This design comes from an exercise in tuning for small area and a short achievable clock period on the open sky130 flow, not from production work.
No activity file was given, so power comes from the tool's default toggle rates.

==> inputs of 07-13 <==
// PipelinedFAdd
module PipelinedFAdd (
  input  wire        clk,
  input  wire        rst,
  input  wire [31:0] A,
  input  wire [31:0] B,
  input  wire        operation,
  input  wire        in_valid,
  output wire [31:0] result,
  output wire        out_valid
);
  wire [7:0] dab, dba;
  wire       e_ge, e_eq;
  ExpDiff u_ed (.ea(A[30:23]), .eb(B[30:23]), .dab(dab), .dba(dba), .ge(e_ge), .eq(e_eq));
  reg  [31:0] r1_a, r1_b;
  reg  [4:0]  r1_dab, r1_dba;
  reg         r1_op, r1_swap, r1_eeq, r1_far_ab, r1_far_ba;
  always @(posedge clk) begin
    r1_a    <= A;
    r1_b    <= B;
    r1_op   <= operation;
    r1_swap <= ~e_ge | (e_eq & ~(|A[22:0]) & (|B[22:0]));
    r1_eeq  <= e_eq;
    r1_dab    <= dab[4:0];
    r1_dba    <= dba[4:0];
    r1_far_ab <= (|dab[7:5]) | (dab[4] & dab[3]);
    r1_far_ba <= (|dba[7:5]) | (dba[4] & dba[3]);
  end
  wire        sa = r1_a[31];
  wire        sb = r1_b[31] ^ r1_op;
  wire [7:0]  ea = r1_a[30:23];
  wire [7:0]  eb = r1_b[30:23];
  wire [22:0] fa = r1_a[22:0];
  wire [22:0] fb = r1_b[22:0];
  wire ea_nz  = |ea;
  wire eb_nz  = |eb;
  wire fa_nz  = |fa;
  wire fb_nz  = |fb;
  wire a_inf  = (&ea) & ~fa_nz;
  wire b_inf  = (&eb) & ~fb_nz;
  wire a_zero = ~ea_nz & ~fa_nz;
  wire b_zero = ~eb_nz & ~fb_nz;
  wire special = (&ea) | (&eb) | a_zero | b_zero;
  wire sub    = sa ^ sb;
  wire qnan   = a_inf & b_inf & r1_op & sub;
  wire zflip  = a_zero & b_zero & r1_op;
  wire [4:0] d = r1_swap ? r1_dba : r1_dab;
  wire kill   = special | (r1_swap ? r1_far_ba : r1_far_ab);
  wire [7:0]  e_big   = r1_swap ? eb : ea;
  wire [22:0] f_big   = r1_swap ? fb : fa;
  wire [22:0] f_small = r1_swap ? fa : fb;
  wire        h_big   = (r1_swap ? eb_nz : ea_nz) | special;
  wire        h_small = r1_swap ? ea_nz : eb_nz;
  wire [23:0] ms_sh   = {h_small, f_small} >> d;
  wire f_gt, f_eq;
  CmpTree #(23) u_cf (.a(fa), .b(fb), .gt(f_gt), .eq(f_eq));
  ...
==> module PipelinedFAdd, before the edit <==
module PipelinedFAdd (
  input  wire        clk,
  input  wire        rst,
  input  wire [31:0] A,
  input  wire [31:0] B,
  input  wire        operation,
  input  wire        in_valid,
  output wire [31:0] result,
  output wire        out_valid
);
  wire [7:0] dab, dba;
  wire       e_ge, e_eq;
  ExpDiff u_ed (.ea(A[30:23]), .eb(B[30:23]), .dab(dab), .dba(dba), .ge(e_ge), .eq(e_eq));
  reg  [31:0] r1_a, r1_b;
  reg  [4:0]  r1_dab, r1_dba;
  reg         r1_op, r1_swap, r1_eeq, r1_far_ab, r1_far_ba;
  always @(posedge clk) begin
    r1_a    <= A;
    r1_b    <= B;
    r1_op   <= operation;
    r1_swap <= ~e_ge | (e_eq & ~(|A[22:0]) & (|B[22:0]));
    r1_eeq  <= e_eq;
    r1_dab    <= dab[4:0];
    r1_dba    <= dba[4:0];
    r1_far_ab <= (|dab[7:5]) | (dab[4] & dab[3]);
    r1_far_ba <= (|dba[7:5]) | (dba[4] & dba[3]);
  end
  wire        sa = r1_a[31];
  wire        sb = r1_b[31] ^ r1_op;
  wire [7:0]  ea = r1_a[30:23];
  wire [7:0]  eb = r1_b[30:23];
  wire [22:0] fa = r1_a[22:0];
  wire [22:0] fb = r1_b[22:0];
  wire ea_nz  = |ea;
  wire eb_nz  = |eb;
  wire fa_nz  = |fa;
  wire fb_nz  = |fb;
  wire a_inf  = (&ea) & ~fa_nz;
  wire b_inf  = (&eb) & ~fb_nz;
  wire a_zero = ~ea_nz & ~fa_nz;
  wire b_zero = ~eb_nz & ~fb_nz;
  wire special = (&ea) | (&eb) | a_zero | b_zero;
  wire sub    = sa ^ sb;
  wire qnan   = a_inf & b_inf & r1_op & sub;
  wire zflip  = a_zero & b_zero & r1_op;
  wire [4:0] d = r1_swap ? r1_dba : r1_dab;
  wire kill   = special | (r1_swap ? r1_far_ba : r1_far_ab);
  wire [7:0]  e_big   = r1_swap ? eb : ea;
  wire [22:0] f_big   = r1_swap ? fb : fa;
  wire [22:0] f_small = r1_swap ? fa : fb;
  wire        h_big   = (r1_swap ? eb_nz : ea_nz) | special;
  wire        h_small = r1_swap ? ea_nz : eb_nz;
  wire [23:0] ms_sh   = {h_small, f_small} >> d;
  wire f_gt, f_eq;
  CmpTree #(23) u_cf (.a(fa), .b(fb), .gt(f_gt), .eq(f_eq));
  wire rev    = r1_eeq & ~special & sub & (r1_swap ? (~f_gt & ~f_eq) : f_gt);
  wire cancel = r1_eeq & ~special & sub & f_eq;
  reg  [7:0]  r2_q;
  reg  [23:0] r2_xb, r2_ys;
  reg         r2_s, r2_sub, r2_qnan;
  always @(posedge clk) begin
    r2_q    <= cancel ? (~e_big - 8'd25) : (~e_big - 8'd1);
    r2_xb   <= {h_big, f_big} ^ {24{sub & ~rev}};
    r2_ys   <= rev ? ~{h_small, f_small} : (kill ? 24'd0 : ms_sh);
    r2_sub  <= sub;
    r2_qnan <= qnan;
    r2_s    <= ~qnan & (((r1_swap ^ rev) ? sb : sa) ^ zflip);
  end
  wire [23:0] ad_s;
  wire        ad_co;
  SkAdd #(24) u_add (.x(r2_xb), .y(r2_ys), .s(ad_s), .co(ad_co));
  reg  [7:0]  r3_q;
  reg  [24:0] r3_sum;
  reg         r3_s, r3_qnan;
  always @(posedge clk) begin
    r3_q    <= r2_q;
    r3_sum  <= {ad_co & ~r2_sub, ad_s ^ {24{r2_sub}}};
    r3_s    <= r2_s;
    r3_qnan <= r2_qnan;
  end
  wire [4:0] lz;
  wire       lz_zero;
  Lzc32 u_lzc (.x({r3_sum, 7'h7F}), .cnt(lz), .zero(lz_zero));
  wire [24:0] sh4 = lz[4] ? {r3_sum[8:0], 16'd0} : r3_sum;
  wire [24:0] sh3 = lz[3] ? {sh4[16:0], 8'd0} : sh4;
  wire [24:0] sh2 = lz[2] ? {sh3[20:0], 4'd0} : sh3;
  wire [24:0] sh1 = lz[1] ? {sh2[22:0], 2'd0} : sh2;
  wire [24:0] sh0 = lz[0] ? {sh1[23:0], 1'd0} : sh1;
  wire [7:0] ne_out;
  wire       ne_co;
  KsAdd #(8) u_exp (.x(r3_q), .y({3'd0, lz}), .s(ne_out), .co(ne_co));
  reg [31:0] r4_res;
  always @(posedge clk)
    r4_res <= {r3_s, ~ne_out, sh0[23] | r3_qnan, sh0[22:1]};
  assign result = r4_res;
  reg [3:0] vld;
  always @(posedge clk or posedge rst)
    if (rst) vld <= 4'b0000;
    else     vld <= {vld[2:0], in_valid};
  assign out_valid = vld[3];
endmodule
Settings: LEC_CHECK=0, ABC_AREA=1, CAP_MARGIN=20, CORE_MARGIN=2, CORE_UTILIZATION=40, CTS_BUF_LIST=sky130_fd_sc_hd__clkbuf_16, CTS_CLUSTER_DIAMETER=60, CTS_CLUSTER_SIZE=30, SETUP_SLACK_MARGIN=5, SLEW_MARGIN=20; clock period 8.0 ns.
standard.sh (not shown) runs the stock make flow with config.mk's settings and CLKGATE_MAP_FILE= SYNTH_SCRIPT=/design/flow/synth_recipe.tcl, a recipe that flattens the netlist after the stock synthesis.
==> flow/flow/run.sh <==
#!/bin/bash
# Standard layout, with the adder cells left to ABC (no full/half adder
# extraction before it), port buffers of a plain buffer cell, and timing
# repair aiming at a tighter setup margin.
# make's output goes to standard.log, each ORFS step logs to orfs/logs/.
bash standard.sh ADDER_MAP_FILE= SETUP_SLACK_MARGIN=5.6 \
  "BUFFER_PORTS_ARGS=-buffer_cell sky130_fd_sc_hd__buf_4" finish > standard.log 2>&1
==> 01-24 (differences from 07-13) <==
--- a/flow/design.v
+++ b/flow/design.v
@@ -1,13 +1,13 @@
 module CmpTree #(parameter N = 8) (
   input  wire [N-1:0] a,
   input  wire [N-1:0] b,
   output wire         gt,
   output wire         eq
 );
-  localparam L = (N > 16) ? 5 : (N > 8) ? 4 : (N > 4) ? 3 : (N > 2) ? 2 : 1;
+  localparam L = $clog2(N);
   localparam M = 1 << L;
   wire [M-1:0] g [0:L];
   wire [M-1:0] e [0:L];
   assign g[0] = {{(M-N){1'b0}}, b & ~a};
   assign e[0] = {{(M-N){1'b1}}, ~(a ^ b)};
   genvar l, i;
@@ -29,13 +29,13 @@
 module KsAdd #(parameter N = 24) (
   input  wire [N-1:0] x,
   input  wire [N-1:0] y,
   output wire [N-1:0] s,
   output wire         co
 );
-  localparam L = (N > 16) ? 5 : (N > 8) ? 4 : (N > 4) ? 3 : (N > 2) ? 2 : 1;
+  localparam L = $clog2(N);
   wire [N-1:0] p = x ^ y;
   wire [N-1:0] g [0:L];
   wire [N-1:0] pp [0:L];
   assign g[0]  = x & y;
   assign pp[0] = p;
   genvar l, i;
@@ -94,13 +94,13 @@
 module SkAdd #(parameter N = 24) (
   input  wire [N-1:0] x,
   input  wire [N-1:0] y,
   output wire [N-1:0] s,
   output wire         co
 );
-  localparam L = (N > 16) ? 5 : (N > 8) ? 4 : (N > 4) ? 3 : (N > 2) ? 2 : 1;
+  localparam L = $clog2(N);
   wire [N-1:0] p = x ^ y;
   wire [N-1:0] g [0:L];
   wire [N-1:0] pp [0:L];
   assign g[0]  = x & y;
   assign pp[0] = p;
   genvar l, i;
@@ -158,69 +158,70 @@
   input  wire [31:0] B,
   input  wire        operation,
   input  wire        in_valid,
   output wire [31:0] result,
   output wire        out_valid
 );
+  wire        sa = A[31];
+  wire        sb = B[31] ^ operation;
+  wire [7:0]  ea = A[30:23];
+  wire [7:0]  eb = B[30:23];
+  wire [22:0] fa = A[22:0];
+  wire [22:0] fb = B[22:0];
+  wire fa_nz  = |fa;
+  wire fb_nz  = |fb;
+  wire a_nan  = (&ea) & fa_nz;
+  wire a_inf  = (&ea) & ~fa_nz;
+  wire b_inf  = (&eb) & ~fb_nz;
+  wire a_zero = ~(|ea) & ~fa_nz;
+  wire b_zero = ~(|eb) & ~fb_nz;
+  wire special = (&ea) | (&eb) | a_zero | b_zero;
   wire [7:0] dab, dba;
   wire       e_ge, e_eq;
-  ExpDiff u_ed (.ea(A[30:23]), .eb(B[30:23]), .dab(dab), .dba(dba), .ge(e_ge), .eq(e_eq));
-  reg  [31:0] r1_a, r1_b;
-  reg  [4:0]  r1_dab, r1_dba;
-  reg         r1_op, r1_swap, r1_eeq, r1_far_ab, r1_far_ba;
-  always @(posedge clk) begin
-    r1_a    <= A;
-    r1_b    <= B;
-    r1_op   <= operation;
-    r1_swap <= ~e_ge | (e_eq & ~(|A[22:0]) & (|B[22:0]));
-    r1_eeq  <= e_eq;
-    r1_dab    <= dab[4:0];
-    r1_dba    <= dba[4:0];
-    r1_far_ab <= (|dab[7:5]) | (dab[4] & dab[3]);
-    r1_far_ba <= (|dba[7:5]) | (dba[4] & dba[3]);
-  end
-  wire        sa = r1_a[31];
-  wire        sb = r1_b[31] ^ r1_op;
-  wire [7:0]  ea = r1_a[30:23];
-  wire [7:0]  eb = r1_b[30:23];
-  wire [22:0] fa = r1_a[22:0];
-  wire [22:0] fb = r1_b[22:0];
-  wire ea_nz  = |ea;
-  wire eb_nz  = |eb;
-  wire fa_nz  = |fa;
-  wire fb_nz  = |fb;
-  wire a_inf  = (&ea) & ~fa_nz;
-  wire b_inf  = (&eb) & ~fb_nz;
-  wire a_zero = ~ea_nz & ~fa_nz;
-  wire b_zero = ~eb_nz & ~fb_nz;
-  wire special = (&ea) | (&eb) | a_zero | b_zero;
-  wire sub    = sa ^ sb;
-  wire qnan   = a_inf & b_inf & r1_op & sub;
-  wire zflip  = a_zero & b_zero & r1_op;
-  wire [4:0] d = r1_swap ? r1_dba : r1_dab;
-  wire kill   = special | (r1_swap ? r1_far_ba : r1_far_ab);
-  wire [7:0]  e_big   = r1_swap ? eb : ea;
-  wire [22:0] f_big   = r1_swap ? fb : fa;
-  wire [22:0] f_small = r1_swap ? fa : fb;
-  wire        h_big   = (r1_swap ? eb_nz : ea_nz) | special;
-  wire        h_small = r1_swap ? ea_nz : eb_nz;
-  wire [23:0] ms_sh   = {h_small, f_small} >> d;
+  ExpDiff u_ed (.ea(ea), .eb(eb), .dab(dab), .dba(dba), .ge(e_ge), .eq(e_eq));
   wire f_gt, f_eq;
   CmpTree #(23) u_cf (.a(fa), .b(fb), .gt(f_gt), .eq(f_eq));
-  wire rev    = r1_eeq & ~special & sub & (r1_swap ? (~f_gt & ~f_eq) : f_gt);
-  wire cancel = r1_eeq & ~special & sub & f_eq;
+  wire swap = (~e_ge | (e_eq & f_gt)) & ~a_nan;
+  wire [7:0] d = e_ge ? dab : dba;
+  reg  [7:0]  r1_ea, r1_eb;
+  reg  [22:0] r1_fa, r1_fb;
+  reg  [4:0]  r1_d;
+  reg         r1_swap, r1_sa, r1_sb, r1_qnan, r1_zflip, r1_cancel;
+  reg         r1_special, r1_kill;
+  always @(posedge clk) begin
+    r1_ea     <= ea;
+    r1_eb     <= eb;
+    r1_fa     <= fa;
+    r1_fb     <= fb;
+    r1_sa     <= sa;
+    r1_sb     <= sb;
+    r1_swap   <= swap;
+    r1_d      <= d[4:0];
+    r1_special <= special;
+    r1_kill   <= special | (d > 8'd23);
+    r1_qnan   <= a_inf & b_inf & operation & (sa ^ sb);
+    r1_zflip  <= a_zero & b_zero & operation;
+    r1_cancel <= e_eq & f_eq & (sa ^ sb) & ~special;
+  end
+  wire [7:0]  e_big   = r1_swap ? r1_eb : r1_ea;
+  wire [22:0] f_big   = r1_swap ? r1_fb : r1_fa;
+  wire [22:0] f_small = r1_swap ? r1_fa : r1_fb;
+  wire        h_big   = (|e_big) | r1_special;
+  wire        h_small = r1_swap ? (|r1_ea) : (|r1_eb);
+  wire [23:0] ms_al   = r1_kill ? 24'd0 : ({h_small, f_small} >> r1_d);
+  wire        sub     = r1_sa ^ r1_sb;
   reg  [7:0]  r2_q;
   reg  [23:0] r2_xb, r2_ys;
   reg         r2_s, r2_sub, r2_qnan;
   always @(posedge clk) begin
-    r2_q    <= cancel ? (~e_big - 8'd25) : (~e_big - 8'd1);
-    r2_xb   <= {h_big, f_big} ^ {24{sub & ~rev}};
-    r2_ys   <= rev ? ~{h_small, f_small} : (kill ? 24'd0 : ms_sh);
+    r2_q    <= r1_cancel ? (~e_big - 8'd25) : (~e_big - 8'd1);
+    r2_xb   <= {h_big, f_big} ^ {24{sub}};
+    r2_ys   <= ms_al;
     r2_sub  <= sub;
-    r2_qnan <= qnan;
-    r2_s    <= ~qnan & (((r1_swap ^ rev) ? sb : sa) ^ zflip);
+    r2_qnan <= r1_qnan;
+    r2_s    <= ~r1_qnan & ((r1_swap ? r1_sb : r1_sa) ^ r1_zflip);
   end
   wire [23:0] ad_s;
   wire        ad_co;
   SkAdd #(24) u_add (.x(r2_xb), .y(r2_ys), .s(ad_s), .co(ad_co));
   reg  [7:0]  r3_q;
   reg  [24:0] r3_sum;
==> flow/run.sh (new file) <==
#!/bin/bash
# synth_recipe.tcl (not shown) runs the flow's synth.tcl, then flattens the netlist and writes it again
# the make line also repeats each setting of config.mk as NAME=value (left out here)
make -C /OpenROAD-flow-scripts/flow DESIGN_CONFIG=/design/flow/config.mk WORK_HOME=/design/flow/orfs CLKGATE_MAP_FILE= SYNTH_SCRIPT=/design/flow/synth_recipe.tcl finish
Settings changed: CTS_BUF_LIST sky130_fd_sc_hd__clkbuf_16 to unset, CTS_CLUSTER_DIAMETER 60 to unset, CTS_CLUSTER_SIZE 30 to unset.
removed: flow/flow/run.sh
removed: flow/standard.sh
==> 05-11 (differences from 07-13) <==
--- a/flow/design.v
+++ b/flow/design.v
@@ -162,24 +162,21 @@
   output wire        out_valid
 );
   wire [7:0] dab, dba;
   wire       e_ge, e_eq;
   ExpDiff u_ed (.ea(A[30:23]), .eb(B[30:23]), .dab(dab), .dba(dba), .ge(e_ge), .eq(e_eq));
   reg  [31:0] r1_a, r1_b;
-  reg  [4:0]  r1_dab, r1_dba;
-  reg         r1_op, r1_swap, r1_eeq, r1_far_ab, r1_far_ba;
+  reg  [7:0]  r1_d;
+  reg         r1_op, r1_swap, r1_eeq;
   always @(posedge clk) begin
     r1_a    <= A;
     r1_b    <= B;
     r1_op   <= operation;
-    r1_swap <= ~e_ge | (e_eq & ~(|A[22:0]) & (|B[22:0]));
+    r1_swap <= ~e_ge;
     r1_eeq  <= e_eq;
-    r1_dab    <= dab[4:0];
-    r1_dba    <= dba[4:0];
-    r1_far_ab <= (|dab[7:5]) | (dab[4] & dab[3]);
-    r1_far_ba <= (|dba[7:5]) | (dba[4] & dba[3]);
+    r1_d    <= e_ge ? dab : dba;
   end
   wire        sa = r1_a[31];
   wire        sb = r1_b[31] ^ r1_op;
   wire [7:0]  ea = r1_a[30:23];
   wire [7:0]  eb = r1_b[30:23];
   wire [22:0] fa = r1_a[22:0];
@@ -193,34 +190,34 @@
   wire a_zero = ~ea_nz & ~fa_nz;
   wire b_zero = ~eb_nz & ~fb_nz;
   wire special = (&ea) | (&eb) | a_zero | b_zero;
   wire sub    = sa ^ sb;
   wire qnan   = a_inf & b_inf & r1_op & sub;
   wire zflip  = a_zero & b_zero & r1_op;
-  wire [4:0] d = r1_swap ? r1_dba : r1_dab;
-  wire kill   = special | (r1_swap ? r1_far_ba : r1_far_ab);
+  wire kill   = special | (|r1_d[7:5]) | (r1_d[4] & r1_d[3]);
+  wire pass_b = r1_eeq & special & ~fa_nz & fb_nz;
   wire [7:0]  e_big   = r1_swap ? eb : ea;
   wire [22:0] f_big   = r1_swap ? fb : fa;
   wire [22:0] f_small = r1_swap ? fa : fb;
   wire        h_big   = (r1_swap ? eb_nz : ea_nz) | special;
   wire        h_small = r1_swap ? ea_nz : eb_nz;
-  wire [23:0] ms_sh   = {h_small, f_small} >> d;
+  wire [23:0] ms_sh   = {h_small, f_small} >> r1_d[4:0];
   wire f_gt, f_eq;
   CmpTree #(23) u_cf (.a(fa), .b(fb), .gt(f_gt), .eq(f_eq));
-  wire rev    = r1_eeq & ~special & sub & (r1_swap ? (~f_gt & ~f_eq) : f_gt);
+  wire rev    = r1_eeq & ~special & sub & f_gt;
   wire cancel = r1_eeq & ~special & sub & f_eq;
   reg  [7:0]  r2_q;
   reg  [23:0] r2_xb, r2_ys;
   reg         r2_s, r2_sub, r2_qnan;
   always @(posedge clk) begin
     r2_q    <= cancel ? (~e_big - 8'd25) : (~e_big - 8'd1);
-    r2_xb   <= {h_big, f_big} ^ {24{sub & ~rev}};
+    r2_xb   <= (pass_b ? {1'b1, fb} : {h_big, f_big}) ^ {24{sub & ~rev}};
     r2_ys   <= rev ? ~{h_small, f_small} : (kill ? 24'd0 : ms_sh);
     r2_sub  <= sub;
     r2_qnan <= qnan;
-    r2_s    <= ~qnan & (((r1_swap ^ rev) ? sb : sa) ^ zflip);
+    r2_s    <= ~qnan & (((r1_swap | rev | pass_b) ? sb : sa) ^ zflip);
   end
   wire [23:0] ad_s;
   wire        ad_co;
   SkAdd #(24) u_add (.x(r2_xb), .y(r2_ys), .s(ad_s), .co(ad_co));
   reg  [7:0]  r3_q;
   reg  [24:0] r3_sum;
Settings changed: CTS_BUF_LIST sky130_fd_sc_hd__clkbuf_16 to sky130_fd_sc_hd__clkbuf_8, CTS_CLUSTER_SIZE 30 to 25.
==> metrics.md <==
| Metric | Value |
|---|---|
| Status | `timing/DRC/antenna clean` |
| Vert. Die Dim | `169.0 µm` |
| Die W | `169.0 µm` |
| CTS Buf Count | `22` |
| Clock Tree Root | `clkbuf_8` |
| Fin Hold WS | `0.3230 ns` |
| CP Capture Point | `out_valid` |
| Static leakage | `6.385 nW` |
| P_seq | `1.45 mW` |
| Most frequent cells in the layout | `nand2_1, inv_1, dfxtp_1` |
[end of results for 05-11]
==> metrics.md <==
| Metric | Value |
|---|---|
| Status | `timing/DRC/antenna clean` |
| #FFs+latches synth | `208` |
| Clk slew on worst S/H paths | `0.07 ns` |
| Static leakage | `6.692 nW` |
| CP Capture Point | `out_valid` |
| P_seq | `1.44 mW` |
| Most frequent cells in the layout | `nand2_1, dfxtp_1, o21ai_0` |
| Clock Tree Root | `clkbuf_16` |
| Slowest cell delay on critical path | `0.37 ns` |
| Fin Hold WS | `0.3297 ns` |
| Multi-input combinational area share | `45.02%` |
| Die W | `170.2 µm` |
| CTS Buf Count | `20` |
[end of results for 07-13]
==> metrics.md <==
| Metric | Value |
|---|---|
| Fin Hold WS | `0.3263 ns` |
| Status | `timing/DRC/antenna clean` |
| Static leakage | `6.685 nW` |
| Vert. Die Dim | `169.6 µm` |
| Die W | `169.6 µm` |
| CTS Buf Count | `24` |
| CP Capture Point | `result[1]` |
| Most frequent cells in the layout | `nand2_1, dfxtp_1, inv_1` |
[end of results for 01-24]
No run of this note included a check of the RTL's function; only the layout flow was run.

## port drivers added, routing unchanged
How much do the figures lean on ideal ports? The routed layouts below were timed once more, with nothing changed but the port constraints.
Step 1 sets driving cells, clkbuf_16 on the clock port and buf_2 on the other inputs (assumed; they add their load-dependent delay and slew).
Step 2 also shifts input and output timing later by t, the mid clock arrival at the registers, as if the neighbouring blocks saw the same clock.
Slacks: ideal ports / drivers / drivers and shift; pairs: ideal ports / drivers.
run	t (ns)	setup WS [ns]	worst slew at a driven data input, ns
07-13	0.553	5.416 / 5.369 / 4.954	0.05
01-24	0.558	5.049 / 5.001 / 4.517	0.04
05-11	0.595	5.362 / 5.319 / 4.816	0.05
After both steps setup and hold are still met in every run listed. The setup slack of 05-11, which loses most, moves by -0.043 ns with the drivers and by -0.546 ns with both steps.
